Context: an optimization exercise on an open-source flow, tuned for a short achievable clock period and few clock cycles. The choices shown serve that exercise and are no tape-out recipe. In this exercise RTL edits were held to simulation tests only and were not proved equivalent to the original.

### flow/config.mk
export PLATFORM = sky130hd
export DESIGN_NAME = MIPS
export DESIGN_NICKNAME = MIPS
export VERILOG_FILES = /design/flow/design.v
export SDC_FILE = /design/flow/constraint.sdc
export NUM_CORES = 4
export LEC_CHECK = 0
export CAP_MARGIN = 20
export CORE_MARGIN = 2
export CORE_UTILIZATION = 40
export SLEW_MARGIN = 20
### flow/constraint.sdc
create_clock -name core_clock -period 10.0 [get_ports {CLK}]
set_input_delay 2.0000 -clock core_clock [delete_from_list [all_inputs] [get_ports {CLK}]]
set_output_delay 2.0000 -clock core_clock [all_outputs]
set_load 0.01 [all_outputs]
### flow/design.v
module REG(CLK, RegW, DR, SR1, SR2, Reg_In, ReadReg1, ReadReg2, memR, R1, sevensegreg);
  input CLK;
  input RegW;
  input [4:0] DR;
  input [4:0] SR1;
  input [4:0] SR2;
  input [31:0] Reg_In;
  output reg [31:0] ReadReg1;
  output reg [31:0] ReadReg2;
  output reg [31:0] memR;
  input [2:0] R1;
  input sevensegreg;
  reg [31:0] REG [0:31];
  integer i;
  always @(posedge CLK)
  begin
    if((RegW == 1'b1) && (DR != 5'b1))
      REG[DR] <= Reg_In[31:0];
    ReadReg1 <= REG[SR1];
    ReadReg2 <= REG[SR2];
    REG[5'd1] <= {29'd 0, R1};
    if(sevensegreg == 1'b0)
    	memR <= REG[5'd2];
    else
    	memR <= REG[5'd3];
  end
endmodule
module MIPS (CLK, RST, CS, WE, ADDR, mem_rdata, mem_wdata, memR, R1, sevensegreg);
  input CLK, RST;
  output reg CS, WE;
  output [6:0] ADDR;
  input [31:0] mem_rdata;
  output [31:0] mem_wdata;
  parameter add = 6'b100000;
  parameter sub = 6'b100010;
  parameter xor1 = 6'b100110;
  parameter and1 = 6'b100100;
  parameter or1 = 6'b100101;
  parameter slt = 6'b101010;
  parameter srl = 6'b000010;
  parameter sll = 6'b000000;
  parameter jr = 6'b001000;
  parameter addi = 6'b001000;
  parameter andi = 6'b001100;
  parameter ori = 6'b001101;
  parameter lw = 6'b100011;
  parameter sw = 6'b101011;
  parameter beq = 6'b000100;
  parameter bne = 6'b000101;
  parameter j = 6'b000010;
  parameter jal = 6'b 000011;
  parameter lui = 6'b 001111;
  parameter mult = 6'b 011000;  
  parameter mfhi = 6'b 010000;  
  parameter mflo = 6'b 010010;  
  parameter add8 = 6'b 101101;  
  parameter rbit = 6'b 101111;  
  parameter rev = 6'b 110000;  
  parameter sadd = 6'b 110001;  
  parameter ssub = 6'b 110010;  
  parameter R = 2'd0;
  parameter I = 2'd1;
  parameter J = 2'd2;
  reg [5:0] op, opsave;
  wire [1:0] format;
  reg [31:0] instr, alu_result;
  reg [6:0] pc, npc;
  wire [31:0] imm_ext, alu_in_A, alu_in_B, reg_in, readreg1, readreg2;
  reg [31:0] alu_result_save;
  reg alu_or_mem, alu_or_mem_save, regw, writing, reg_or_imm, reg_or_imm_save;
  reg fetchDorI;
  reg [4:0] dr;
  reg [2:0] state, nstate;
  reg [31:0] HI_result, LO_result;
  reg [31:0] special_reg_HI, special_reg_LO;
  output [31:0] memR;
  input [2:0] R1;
  input sevensegreg;
  integer i;
  assign imm_ext = (instr[15] == 1)? {16'hFFFF, instr[15:0]} : {16'h0000, instr[15:0]}; 
  always @(*) begin
	if(format == I) begin
		if(instr[31:26] == jal) begin
			dr = 5'd 31;
		end
		else begin
			dr = instr[20:16];  
		end
	end
	else if (format == R && instr[5:0] != rbit && instr[5:0] != rev) begin
		dr = instr[15:11];  
	end
	else begin
		dr = instr[25:21];  
	end
  end
  assign alu_in_A = readreg1;
  assign alu_in_B = (reg_or_imm_save)? imm_ext : readreg2;  
  assign reg_in = (alu_or_mem_save)? mem_rdata : alu_result_save;  
  assign format = (instr[31:26] == 6'd0)? R : ((instr[31:26] == 6'd2)? J : I);
  assign mem_wdata = readreg2;  
  assign ADDR = (fetchDorI)? pc : alu_result_save[6:0];  
  REG Register(CLK, regw, dr, instr[25:21], instr[20:16], reg_in, readreg1, readreg2, memR, R1, sevensegreg);
  always @(*)
  begin
    fetchDorI = 0; CS = 0; WE = 0; regw = 0; writing = 0; alu_result = 32'd0;
    npc = pc; op = jr; reg_or_imm = 0; alu_or_mem = 0; nstate = 3'd0;
	HI_result = special_reg_HI; LO_result = special_reg_LO;
    case (state)
      0: begin  
        npc = pc + 7'd1; CS = 1; nstate = 3'd1;
        fetchDorI = 1;
      end
      1: begin  
        nstate = 3'd2; reg_or_imm = 0; alu_or_mem = 0;
        if (format == J) begin  
          npc = instr[6:0];
          nstate = 3'd0;
        end
        else if (format == R)  
          op = instr[5:0];
        else if (format == I) begin  
          reg_or_imm = 1;
          if(instr[31:26] == lw) begin
            op = add;
            alu_or_mem = 1;
          end
          else if ((instr[31:26] == lw)||(instr[31:26] == sw)||(instr[31:26] == addi)) op = add;
          else if ((instr[31:26] == beq)||(instr[31:26] == bne)) begin
            op = sub;
            reg_or_imm = 0;
          end
          else if (instr[31:26] == andi) op = and1;
          else if (instr[31:26] == ori) op = or1;
		  else if (instr[31:26] == lui) op = lui;
		  else if (instr[31:26] == jal) op = jal;
        end
      end
      2: begin  
        nstate = 3'd3;
        if (opsave == and1) alu_result = alu_in_A & alu_in_B;
        else if (opsave == or1) alu_result = alu_in_A | alu_in_B;
        else if (opsave == add) alu_result = alu_in_A + alu_in_B;
        else if (opsave == sub) alu_result = alu_in_A - alu_in_B;
        else if (opsave == srl) alu_result = alu_in_B >> instr[10:6];
        else if (opsave == sll) alu_result = alu_in_B << instr[10:6];
        else if (opsave == slt) alu_result = (alu_in_A < alu_in_B)? 32'd1 : 32'd0;
        else if (opsave == xor1) alu_result = alu_in_A ^ alu_in_B;
		else if (opsave == mult) begin	 
									{HI_result, LO_result} = alu_in_A * alu_in_B;
									nstate = 3'd 0;  
								end
		else if (opsave == mfhi) alu_result = special_reg_HI;
		else if (opsave == mflo) alu_result = special_reg_LO;
		else if (opsave == add8) alu_result = {alu_in_A[31:24]+alu_in_B[31:24], alu_in_A[23:16]+alu_in_B[23:16], 
													alu_in_A[15:8]+alu_in_B[15:8], alu_in_A[7:0]+alu_in_B[7:0]};
		else if (opsave == rbit) begin
									for (i = 0; i < 32; i = i + 1) begin
										alu_result[i] = alu_in_B[31-i];
									end
								 end
		else if (opsave == rev) alu_result = {alu_in_B[7:0], alu_in_B[15:8], alu_in_B[23:16], alu_in_B[31:24]};
		else if (opsave == sadd) begin : alu_sadd
									reg [32:0] carry;
									carry = (alu_in_A + alu_in_B);
									alu_result = (carry[32] == 1'b 1) ? 32'hFFFFFFFF : (alu_in_A + alu_in_B);
								end
		else if (opsave == ssub) alu_result = (alu_in_A < alu_in_B) ? 0 : (alu_in_A - alu_in_B);
		else if (opsave == lui) alu_result = alu_in_B << 16;
		else if (opsave == jal) begin
									alu_result = pc;
									npc = instr[6:0];
								end
        if (((alu_in_A == alu_in_B)&&(instr[31:26] == beq)) || ((alu_in_A != alu_in_B)&&(instr[31:26] == bne))) begin
          npc = pc + imm_ext[6:0];
          nstate = 3'd0;
        end
        else if ((instr[31:26] == bne)||(instr[31:26] == beq)) nstate = 3'd0;  
        else if (opsave == jr) begin
          npc = alu_in_A[6:0];
          nstate = 3'd0;
        end
      end
      3: begin  
        nstate = 3'd0;
        if ((format == R)||(instr[31:26] == addi)||(instr[31:26] == andi)||(instr[31:26] == ori) || (instr[31:26] == jal) || (instr[31:26] == lui)) regw = 1;	 
        else if (instr[31:26] == sw) begin
          CS = 1;
          WE = 1;
          writing = 1;
        end
        else if (instr[31:26] == lw) begin
          CS = 1;
          nstate = 3'd4;
        end
      end
      4: begin
        nstate = 3'd0;
        CS = 1;
        if (instr[31:26] == lw) regw = 1;
      end
    endcase
  end  
  always @(posedge CLK) begin
    if (RST) begin
      state <= 3'd0;
      pc <= 7'd0;
    end
    else begin
      state <= nstate;
      pc <= npc;
    end
	special_reg_HI <= HI_result;
	special_reg_LO <= LO_result;
    if (state == 3'd0) instr <= mem_rdata;
    else if (state == 3'd1) begin
      opsave <= op;
      reg_or_imm_save <= reg_or_imm;
      alu_or_mem_save <= alu_or_mem;
    end
    else if (state == 3'd2) alu_result_save <= alu_result;
  end  
endmodule
### flow/run.sh
#!/bin/bash
# synth_recipe.tcl (not shown) runs the flow's synth.tcl, then flattens the netlist and writes it again
# the make line also repeats each setting of config.mk as NAME=value (left out here)
make -C /OpenROAD-flow-scripts/flow DESIGN_CONFIG=/design/flow/config.mk WORK_HOME=/design/flow/orfs CLKGATE_MAP_FILE= SYNTH_SCRIPT=/design/flow/synth_recipe.tcl finish
==> impl_metrics.toml <==
[run_status]
status = "timing/DRC/antenna clean"

[global_routing]
antenna_found_initial = 26
grt_use_total_pct = 32.0
grt_start_max_net_pins = 122
first_global_vias = 71900
grt_overflow = 0
grt_pass1_wl_um = 551000

[floorplanning]
die_w_um = 496
core_mm2 = 0.241
die_h_um = 496
fp-row-count = 180
io_pins = 111
initial_core_util_pct = 40.2
dieArea_mm2 = 0.246

[clocking]
clk_path_buf_depth = 3
cts_hold_buf = 0
post_cts_resized = 0
cts_tree = "yes"
root_buffer = "clkbuf_16"
path_clk_slew_ns = 0.06
htreeDepth = 4
cts_buffers = 133
cts_sinks = 1237
clkLatencyLatePin_ns = 0.83
cts_setup_buffers = 0

[synthesis]
synth-edff-count = 1128
synthDistinctLibCells = 92
postSynthAreaPerCell_um2 = 12.1
synth_compound_area_share_pct = 7.28
ys_seq_area_share_pct = 37.2
syn_inst = 7973
synth_xor_area_share_pct = 1.34
yosys.area_share.simple_pct = 7.66
synth_flop_cell = "edfxtp_1"
ys_ff_latch = 1237
synthArstFlopShare_pct = 0
yosys.area_share.adder_pct = 23.4
synth_top_family_by_area = "adder cells"
synth_area_mm2 = 0.0969
synthMuxAreaShare_pct = 17.2
syn_nets = 9280
ys_warn_count = 2

[detailed_routing]
routedWlPerCell_um = 34.6
vias = 70200
postRouteWirelength_um = 392000
firstDrtPassIters = 7
drt-initial-drc-count = 8500
ant_nets = 0
drc = 0
via_per_inst = 6.19

[timing]
max_freq_ghz = 0.105
rsz0062_at_grt = "no"
tightest_slew_ns = 1.18
hold_viol_final = 0
fin_crit_sh_pct = 95.7
clock_skew_ns = 0.0581
slew_headroom_pct = 21.0
slew_violations = 0
hold_ws_ns = 0.528
fin_crit_ns = 9.57
finalSetupTns_ns = 0
setup_viol = 0

[min_path]
hold_path.startpoint = "Register.REG[2][1]"
hold_path_class = "reg -> reg"
hold_path_end = "Register.memR[1]"
hold_depth = 1

[placed_design]
place_congestion = 1.03
hpwl_um = 284000
io_buffers = 110

[worst_setup_path]
reg2reg_from = "reg_or_imm_save"
critPathArrivalTime_ns = 10.24
worstRegToRegCells = 25
critical_path.max_fanout = 9
endpoint_kind = "flip-flop"
worst-setup-path-type = "reg -> reg"
cpMostUsedCell = "fa_1"
r2r_setup_slack_ns = 0.43
cp_data_required_time_ns = 10.67
cp-start-kind = "flip-flop"
max_stage_delay_ns = 0.78
timing.rr.end = "special_reg_HI[4]"
slowest_stage = "edfxtp_1"

[run]
drv_cap = 0

[final_layout]
layout_commonest_cell = "edfxtp_1"
final_cell_mix = "edfxtp_1 (1128), inv_1 (965), fa_1 (901)"
areaGrowthSynthToFinish_pct = 11.4
nFillCells = 21800
drive_above_1_share_pct = 17.4
final_nets = 9346
==> metrics by stage <==
stage | std cells | worst slack (ns) | util [%] | area [um2]
detailed placement | 11100 | 0.507 | 42.9 | 103000
global route | 11300 | 0.200 | 44.8 | 108000
CTS | 11300 | 0.457 | 44.8 | 108000
finish | 11300 | 0.431 | 44.8 | 108000
global placement | 11100 | 0.587 | 42.9 | 103000
floorplan | 7973 | 1.33 | - | 96900
==> worst max path at each step <==
stage	from	endpoint	slack, ns	depth (start not counted)
final	reg_or_imm_save	special_reg_HI[4]	0.43	25
after global routing	reg_or_imm_save	special_reg_HI[28]	0.20	28
after CTS	reg_or_imm_save	special_reg_HI[28]	0.46	28
after detailed placement	reg_or_imm_save	special_reg_HI[28]	0.51	28
after global placement	reg_or_imm_save	special_reg_HI[4]	0.59	25
after floorplan	reg_or_imm_save	special_reg_HI[18]	1.33	29
==> flip-flops by register name, summed over array words and instances (netlist names) <==
register	count
state	3
instr	32
special_reg_HI	32
reg_or_imm_save	1
Register.ReadReg2	32
pc	7
Register.ReadReg1	32
opsave	6
alu_result_save	32
special_reg_LO	32
alu_or_mem_save	1
Register.REG	995
Register.memR	32
==> cell type report <==
cell class / count / area, um2 / share of cell area [%]
tap: 3185 / 3990 / 3.69
antenna: 11 / 27.5 / 0.0255
multi-input combinational: 5214 / 55600 / 51.5
inverter: 990 / 3720 / 3.45
sequential: 1237 / 36100 / 33.4
clock inverter: 67 / 865 / 0.802
clock buffer: 178 / 3640 / 3.37
timing repair buffer: 463 / 4000 / 3.70
==> cells by family after synthesis <==
| family | Yosys count |
|---|---|
| mux | 880 |
| buf+inv | 1522 |
| flops | 1237 |
| fa+ha+maj | 1269 |
| xor+xnor | 148 |
| simple gates | 1820 |
| compound gates | 1097 |
==> synth_stat cells, types with 21 or more instances <==
library cell	n	share of area, %
o21ai_0	267	1.4
a211oi_1	54	0.42
nand2_1	701	2.7
o21bai_1	21	0.16
o221ai_1	43	0.39
a21o_1	56	0.43
clkbuf_1	384	1.5
o21a_1	27	0.21
dfxtp_1	109	2.3
ha_1	368	4.8
mux2_2	146	1.7
clkinv_1	23	0.089
a31oi_1	33	0.21
edfxtp_1	1128	35
fa_1	901	19
o211ai_1	48	0.37
nor2b_1	23	0.15
xnor2_1	113	1.0
inv_1	966	3.7
a221oi_1	28	0.25
nand2b_1	30	0.19
o22ai_1	30	0.19
buf_2	31	0.16
buf_1	111	0.43
nand3_1	48	0.25
a21oi_1	325	1.7
mux2i_1	124	1.3
nor3_1	48	0.25
mux4_2	609	14
xor2_1	35	0.32
nor2_1	856	3.3
==> per-layer routing <==
layer,track usage (%),vias to the layer above,share of wire (%)
met3,6.70,1017,9.1
li1,-,28300,-
met5,0,-,0.026
met1,40.4,37000,37
met4,18.5,16,7.1
met2,51.0,3995,47
==> worst max-delay path, delay by kind of cell, from the launching register on <==
kind / cells / cell delay, ns
DFF: 1 / 0.78
xor gates and xnor gates: 1 / 0.60
AOI/OAI and AO/OA: 5 / 1.37
buffers and inverters: 6 / 1.31
muxes: 1 / 0.63
and+or+nand+nor: 3 / 0.40
adders and majority gates: 9 / 4.31
Testbench counts, summed over its fixed seeds: cycles 283,349.

re-timing with driven ports:
How much do the figures lean on ideal ports? The routed layout below was timed once more, with nothing changed but the port constraints.
Step 1 sets driving cells, clkbuf_16 on the clock port and buf_2 on the other inputs (assumed; they add their load-dependent delay and slew).
Step 2 moves the port delays by t, midway between the first and last clock arrival at a register: inputs arrive t later, outputs are due t later. That takes back most of the time a late clock gives input paths.
Slacks: no drivers / after step 1 / after step 2; pairs: no drivers / after step 1.
t, ns: 0.889
setup WS [ns]: 0.431 / 0.431 / 0.431
worst slew at a driven data input, ns: 0.08
After both steps this run still meets setup and hold. The setup slack of this run moves by 0.000 ns with the drivers and by 0.000 ns with both steps.
